Context: an optimization exercise on an open-source flow, tuned for small area and a short achievable clock period. The choices shown serve that exercise and are no tape-out recipe. Only simulation tests tie the RTL to the original design; equivalence was not proved. The flow treats the clock pin as an ideal source, which a real chip does not have. Power figures rest on the tool's default switching activity, not on a simulated workload.

==> v1: inputs <==
## mul
module mul(clk,reset,opcode,go,
	   src_A,
	   src_B,
	   src_hilo,
	   rob_ptr_in,
	   gpr_prf_ptr_in,
	   hilo_prf_ptr_in,
	   y,complete,
	   rob_ptr_out,
	   gpr_prf_ptr_val_out,
	   gpr_prf_ptr_out,
	   hilo_prf_ptr_val_out,
	   hilo_prf_ptr_out);
   input logic clk;
   input logic reset;
   input logic [7:0] opcode;
   input logic go;
   input logic [31:0] src_A;
   input logic [31:0] src_B;
   input logic [63:0] src_hilo;
   input logic [5-1:0] rob_ptr_in;
   input logic [6-1:0] gpr_prf_ptr_in;
   input logic [2-1:0] hilo_prf_ptr_in;
   output logic [63:0] 			  y;
   output logic 			  complete;
   output logic [5-1:0] rob_ptr_out;
   output logic 		      gpr_prf_ptr_val_out;
   output logic [6-1:0] gpr_prf_ptr_out;
   output logic 			   hilo_prf_ptr_val_out;
   output logic [2-1:0] hilo_prf_ptr_out;
   wire t_is_mul   = (opcode == 8'd68);
   wire t_unsigned = (opcode == 8'd12);
   wire t_acc      = (opcode == 8'd66) | (opcode == 8'd69);
   wire t_msub     = (opcode == 8'd69);
  ...
==> flow/config.mk <==
export PLATFORM = sky130hd
export DESIGN_NAME = mul
export DESIGN_NICKNAME = mul
export VERILOG_FILES = /design/flow/design.v
export SDC_FILE = /design/flow/constraint.sdc
export NUM_CORES = 4
export LEC_CHECK = 0
export CAP_MARGIN = 20
export CORE_MARGIN = 2
export CORE_UTILIZATION = 50
export CTS_CLUSTER_DIAMETER = 100
export CTS_CLUSTER_SIZE = 20
export PLACE_DENSITY = 0.75
export SLEW_MARGIN = 20
export SYNTH_HIERARCHICAL = 1
export SYNTH_MINIMUM_KEEP_SIZE = 0
==> flow/constraint.sdc <==
create_clock -name core_clock -period 10.5 [get_ports {clk}]
set_input_delay 2.1000 -clock core_clock [delete_from_list [all_inputs] [get_ports {clk}]]
set_output_delay 2.1000 -clock core_clock [all_outputs]
set_load 0.01 [all_outputs]
standard.sh (not shown) runs the stock make flow with config.mk's settings and CLKGATE_MAP_FILE= SYNTH_SCRIPT=/design/flow/synth_recipe.tcl, a recipe that flattens the netlist after the stock synthesis.
==> flow/flow/run.sh <==
#!/bin/bash
set -euo pipefail
export SKEW_BUF=sky130_fd_sc_hd__clkbuf_4
export SKEW_MAX=6
bash standard.sh SETUP_SLACK_MARGIN=7.0 "BUFFER_PORTS_ARGS=-buffer_cell sky130_fd_sc_hd__buf_1" \
  "POST_CTS_TCL=$PWD/flow/skew.tcl" MATCH_CELL_FOOTPRINT=0 finish > make_finish.log 2>&1
==> flow/flow/skew.tcl <==
# Run after clock tree synthesis (POST_CTS_TCL): give the stage-1 registers (r1_*) their
# clock through one more small buffer, at most SKEW_MAX registers per buffer, so they
# clock a little later than r0/r2. This moves slack from the r1 -> r2 paths to the
# r0 -> r1 paths. Only registers whose paths start and end at other registers are moved:
# r1_v, which reset feeds, keeps its clock.
set block [ord::get_db_block]
set dbu [$block getDbUnitsPerMicron]
set maxn $::env(SKEW_MAX)
array unset grp
foreach inst [$block getInsts] {
  set n [$inst getName]
  if {![string match {r1_*} $n] || [string match {r1_v*} $n]} { continue }
  set it [$inst findITerm CLK]
  if {$it == "NULL"} { continue }
  set net [$it getNet]
  if {$net == "NULL"} { continue }
  set loc [$inst getLocation]
  lappend grp([$net getName]) [list [lindex $loc 0] [lindex $loc 1] "$n/CLK"]
}
set i 0
foreach netname [lsort [array names grp]] {
  # sinks of this clock net sorted by x, cut into chunks of at most maxn
  set sinks [lsort -integer -index 0 $grp($netname)]
  set nchunks [expr {([llength $sinks] + $maxn - 1) / $maxn}]
  set per [expr {([llength $sinks] + $nchunks - 1) / $nchunks}]
  for {set c 0} {$c < [llength $sinks]} {incr c $per} {
    set chunk [lrange $sinks $c [expr {$c + $per - 1}]]
    set sx 0; set sy 0; set names {}
    foreach s $chunk {
      set sx [expr {$sx + [lindex $s 0]}]
      set sy [expr {$sy + [lindex $s 1]}]
      lappend names [lindex $s 2]
    }
    set x [expr {double($sx) / [llength $chunk] / $dbu}]
    set y [expr {double($sy) / [llength $chunk] / $dbu}]
    set pins {}
    foreach p [get_pins -of_objects [get_nets $netname]] {
      set it [sta::sta_to_db_pin $p]
      if {$it == "NULL"} { continue }
      if {[lsearch -exact $names "[[$it getInst] getName]/CLK"] >= 0} { lappend pins $p }
    }
    if {[llength $pins] != [llength $chunk]} { error "skew: lost pins on $netname" }
    set bsta [insert_buffer -buffer_cell $::env(SKEW_BUF) -net [get_nets $netname] -load_pins $pins \
      -location [list $x $y] -buffer_name skew_buf_$i -net_name skew_net_$i]
    set bi [sta::sta_to_db_inst $bsta]
    [[$bi findITerm X] getNet] setSigType CLOCK
    incr i
  }
}
puts "skew: inserted $i buffers for the r1 registers"
detailed_placement
check_placement -verbose
estimate_parasitics -placement
report_clock_skew
==> inputs of v9, as changes to v1 <==
==> flow/flow/run.sh (replaced) <==
#!/bin/bash
set -euo pipefail
bash standard.sh SETUP_SLACK_MARGIN=6.85 "BUFFER_PORTS_ARGS=-buffer_cell sky130_fd_sc_hd__buf_1" finish > make_finish.log 2>&1
removed: flow/flow/skew.tcl
==> inputs of v33, as changes to v1 <==
==> flow/flow/run.sh (replaced) <==
#!/bin/bash
set -euo pipefail
export SKEW_BUF=sky130_fd_sc_hd__clkbuf_16
bash standard.sh SETUP_SLACK_MARGIN=6.85 "BUFFER_PORTS_ARGS=-buffer_cell sky130_fd_sc_hd__buf_1" \
  "POST_CTS_TCL=$PWD/flow/skew.tcl" finish > make_finish.log 2>&1
==> flow/flow/skew.tcl (replaced) <==
# Run after clock tree synthesis (POST_CTS_TCL): give the stage-1 registers (r1_*) their
# clock through one more small buffer per clock leaf, so they clock a little later than
# r0/r2. This moves slack from the r1 -> r2 paths to the r0 -> r1 paths. Only registers
# whose paths start and end at other registers are moved: r1_v, which reset feeds,
# keeps its clock.
set block [ord::get_db_block]
array unset grp
foreach inst [$block getInsts] {
  set n [$inst getName]
  if {![string match {r1_*} $n] || [string match {r1_v*} $n]} { continue }
  set it [$inst findITerm CLK]
  if {$it == "NULL"} { continue }
  set net [$it getNet]
  if {$net == "NULL"} { continue }
  lappend grp([$net getName]) $inst
}
set i 0
foreach netname [lsort [array names grp]] {
  set sx 0; set sy 0; set cnt 0
  foreach inst $grp($netname) {
    set loc [$inst getLocation]
    set sx [expr {$sx + [lindex $loc 0]}]
    set sy [expr {$sy + [lindex $loc 1]}]
    incr cnt
  }
  set dbu [$block getDbUnitsPerMicron]
  set x [expr {double($sx) / $cnt / $dbu}]
  set y [expr {double($sy) / $cnt / $dbu}]
  set pins {}
  foreach p [get_pins -of_objects [get_nets $netname]] {
    set pn [get_full_name $p]
    if {[string match {r1_*/CLK} $pn] && ![string match {r1_v*} $pn]} { lappend pins $p }
  }
  if {[llength $pins] == 0} { continue }
  set bsta [insert_buffer -buffer_cell $::env(SKEW_BUF) -net [get_nets $netname] -load_pins $pins \
    -location [list $x $y] -buffer_name skew_buf_$i -net_name skew_net_$i]
  set bi [sta::sta_to_db_inst $bsta]
  [[$bi findITerm X] getNet] setSigType CLOCK
  incr i
}
puts "skew: inserted $i buffers for the r1 registers"
detailed_placement
check_placement -verbose
estimate_parasitics -placement
report_clock_skew
==> run notes <==
Of v9 and v1, v1 has the higher via count (gap about 1.3%, measured against v1).
Of v9 and v33, v9 has the higher routed wire length (gap about 0.45%, measured against v33).
v9 ran to the end with no violations. v1 finished clean. v33 finished clean.
Critical path depth: v33 is higher than v1 (1).
The lowest power belongs to v9, the highest to v33.
The lowest clock skew belongs to v9, the highest to v1.
In synthesized cell count, v1 and v9 do not differ.
Final cell count: v9 < v33 < v1.
Fmax: v1 > v33 > v9.
Combinational power, highest first: v1, v9, v33.
The highest global-route usage belongs to v1, the lowest to v9.
Between v1 and v33, the lower first-iteration DRC count is in v33 (gap 0.46%, measured against v33).


==> build 2 <==
Another version of the RTL of mul (not shown whole).
==> flow/config.mk <==
export PLATFORM = sky130hd
export DESIGN_NAME = mul
export DESIGN_NICKNAME = mul
export VERILOG_FILES = /design/flow/design.v
export SDC_FILE = /design/flow/constraint.sdc
export NUM_CORES = 4
export LEC_CHECK = 0
export CAP_MARGIN = 20
export CORE_MARGIN = 2
export CORE_UTILIZATION = 40
export SLEW_MARGIN = 20
export SYNTH_HIERARCHICAL = 1
export SYNTH_MINIMUM_KEEP_SIZE = 0
==> flow/constraint.sdc <==
create_clock -name core_clock -period 10.5 [get_ports {clk}]
set_input_delay 2.1000 -clock core_clock [delete_from_list [all_inputs] [get_ports {clk}]]
set_output_delay 2.1000 -clock core_clock [all_outputs]
set_load 0.01 [all_outputs]
==> flow/flow/run.sh <==
#!/bin/bash
set -euo pipefail
bash standard.sh SETUP_SLACK_MARGIN=7.0 finish > make_finish.log 2>&1
==> build 67: changes against build 2 <==
==> flow/run.sh (new file) <==
#!/bin/bash
# synth_recipe.tcl (not shown) runs the flow's synth.tcl, then flattens the netlist and writes it again
# the make line also repeats each setting of config.mk as NAME=value (left out here)
make -C /OpenROAD-flow-scripts/flow DESIGN_CONFIG=/design/flow/config.mk WORK_HOME=/design/flow/orfs CLKGATE_MAP_FILE= SYNTH_SCRIPT=/design/flow/synth_recipe.tcl finish
removed: flow/flow/run.sh
removed: flow/standard.sh
==> results_tabular.tex <==
\begin{tabular}{lr}
\hline
Metric & Value \\
\hline
\multicolumn{2}{l}{\textbf{Status}} \\
\quad Result of the run & no timing/DRC/antenna violations \\
\multicolumn{2}{l}{\textbf{Timing}} \\
\quad Final Worst Setup Slack & 6.55 ns \\
\quad Rel. slew slack & 55.8\% \\
\quad Final hold slack & 0.325 ns \\
\multicolumn{2}{l}{\textbf{Worst setup path}} \\
\quad Minimum setup slack among reg-to-reg paths & 6.55 ns \\
\quad WP data required & 11.00 ns \\
\quad Depth of the worst register-to-register path & 10 \\
\quad Number of gates on the worst path with buffers counted & 10 \\
\quad Cell with the biggest individual delay on the critical path & sky130\_fd\_sc\_hd\_\_fa\_2 \\
\multicolumn{2}{l}{\textbf{Power}} \\
\quad Post-layout total power & 15.1 mW \\
\quad Logic power comb & 10.4 mW \\
\quad Part of the power in registers & 17.6\% \\
\multicolumn{2}{l}{\textbf{Finish}} \\
\quad Final Core Density & 54.6\% \\
\quad Multi-input logic area & 27,900 µm² \\
\multicolumn{2}{l}{\textbf{Clock network}} \\
\quad Worst skew pair latency & 0.63 ns \\
\multicolumn{2}{l}{\textbf{GRT}} \\
\quad Met2 demand-to-capacity share in global routing & 42.0\% \\
\multicolumn{2}{l}{\textbf{Place}} \\
\quad Total placed instance area & 38,700 µm² \\
\hline
\end{tabular}
the above is filed under build 2

==> results_tabular.tex <==
\begin{tabular}{lr}
\hline
Metric & Value \\
\hline
\multicolumn{2}{l}{\textbf{Clock network}} \\
\quad Worst skew pair latency & 0.66 ns \\
\multicolumn{2}{l}{\textbf{Finish}} \\
\quad Final Core Density & 46.3\% \\
\quad Multi-input logic area & 24,900 µm² \\
\multicolumn{2}{l}{\textbf{GRT}} \\
\quad Met2 demand-to-capacity share in global routing & 37.4\% \\
\multicolumn{2}{l}{\textbf{Worst setup path}} \\
\quad Cell with the biggest individual delay on the critical path & sky130\_fd\_sc\_hd\_\_inv\_2 \\
\quad Depth of the worst register-to-register path & 9 \\
\quad Minimum setup slack among reg-to-reg paths & 5.30 ns \\
\quad Number of gates on the worst path with buffers counted & 9 \\
\multicolumn{2}{l}{\textbf{Timing}} \\
\quad Rel. slew slack & 28.1\% \\
\quad Final Worst Setup Slack & 5.30 ns \\
\quad Final hold slack & 0.321 ns \\
\multicolumn{2}{l}{\textbf{Power}} \\
\quad Part of the power in registers & 19.9\% \\
\quad Post-layout total power & 13.4 mW \\
\multicolumn{2}{l}{\textbf{Status}} \\
\quad Result of the run & no timing/DRC/antenna violations \\
\multicolumn{2}{l}{\textbf{Place}} \\
\quad Total placed instance area & 38,100 µm² \\
\hline
\end{tabular}
the above is filed under build 67

re-timing with driven ports:
The flow's constraints put no driver on any port. The routed layouts listed below were extracted and timed again, unchanged, in two steps.
Step 1 assumes that a clkbuf_16 drives the clock port and a buf_2 every other input.
Step 2 times the ports against the registers' clock, not the clock port: input delays grow and output delays shrink by t, the midpoint of the rising clock arrivals with the driver on.
Slacks: ideal ports / drivers / drivers and shift; pairs: ideal ports / drivers.
run	t (ns)	setup WS [ns]	worst hold slack (ns)	worst setup path after step 2	latest minus earliest clock arrival (ns)
v1	0.750	7.004 / 7.004 / 6.465	0.154 / 0.154 / 0.154	input to register	0.198 / 0.197
v9	0.674	6.854 / 6.854 / 6.568	0.325 / 0.325 / 0.325	input to register	0.029 / 0.029
v33	0.737	6.886 / 6.886 / 6.491	0.166 / 0.166 / 0.166	input to register	0.173 / 0.174
build 2	0.689	6.547 / 6.547 / 6.537	0.325 / 0.325 / 0.325	input to register	0.029 / 0.028
build 67	0.708	5.296 / 5.296 / 5.296	0.321 / 0.321 / 0.321	register to register	0.031 / 0.031
After both steps setup and hold are still met in every run listed. For v1, which loses most, drivers alone change the setup slack by 0.000 ns; drivers and shift together by -0.539 ns.
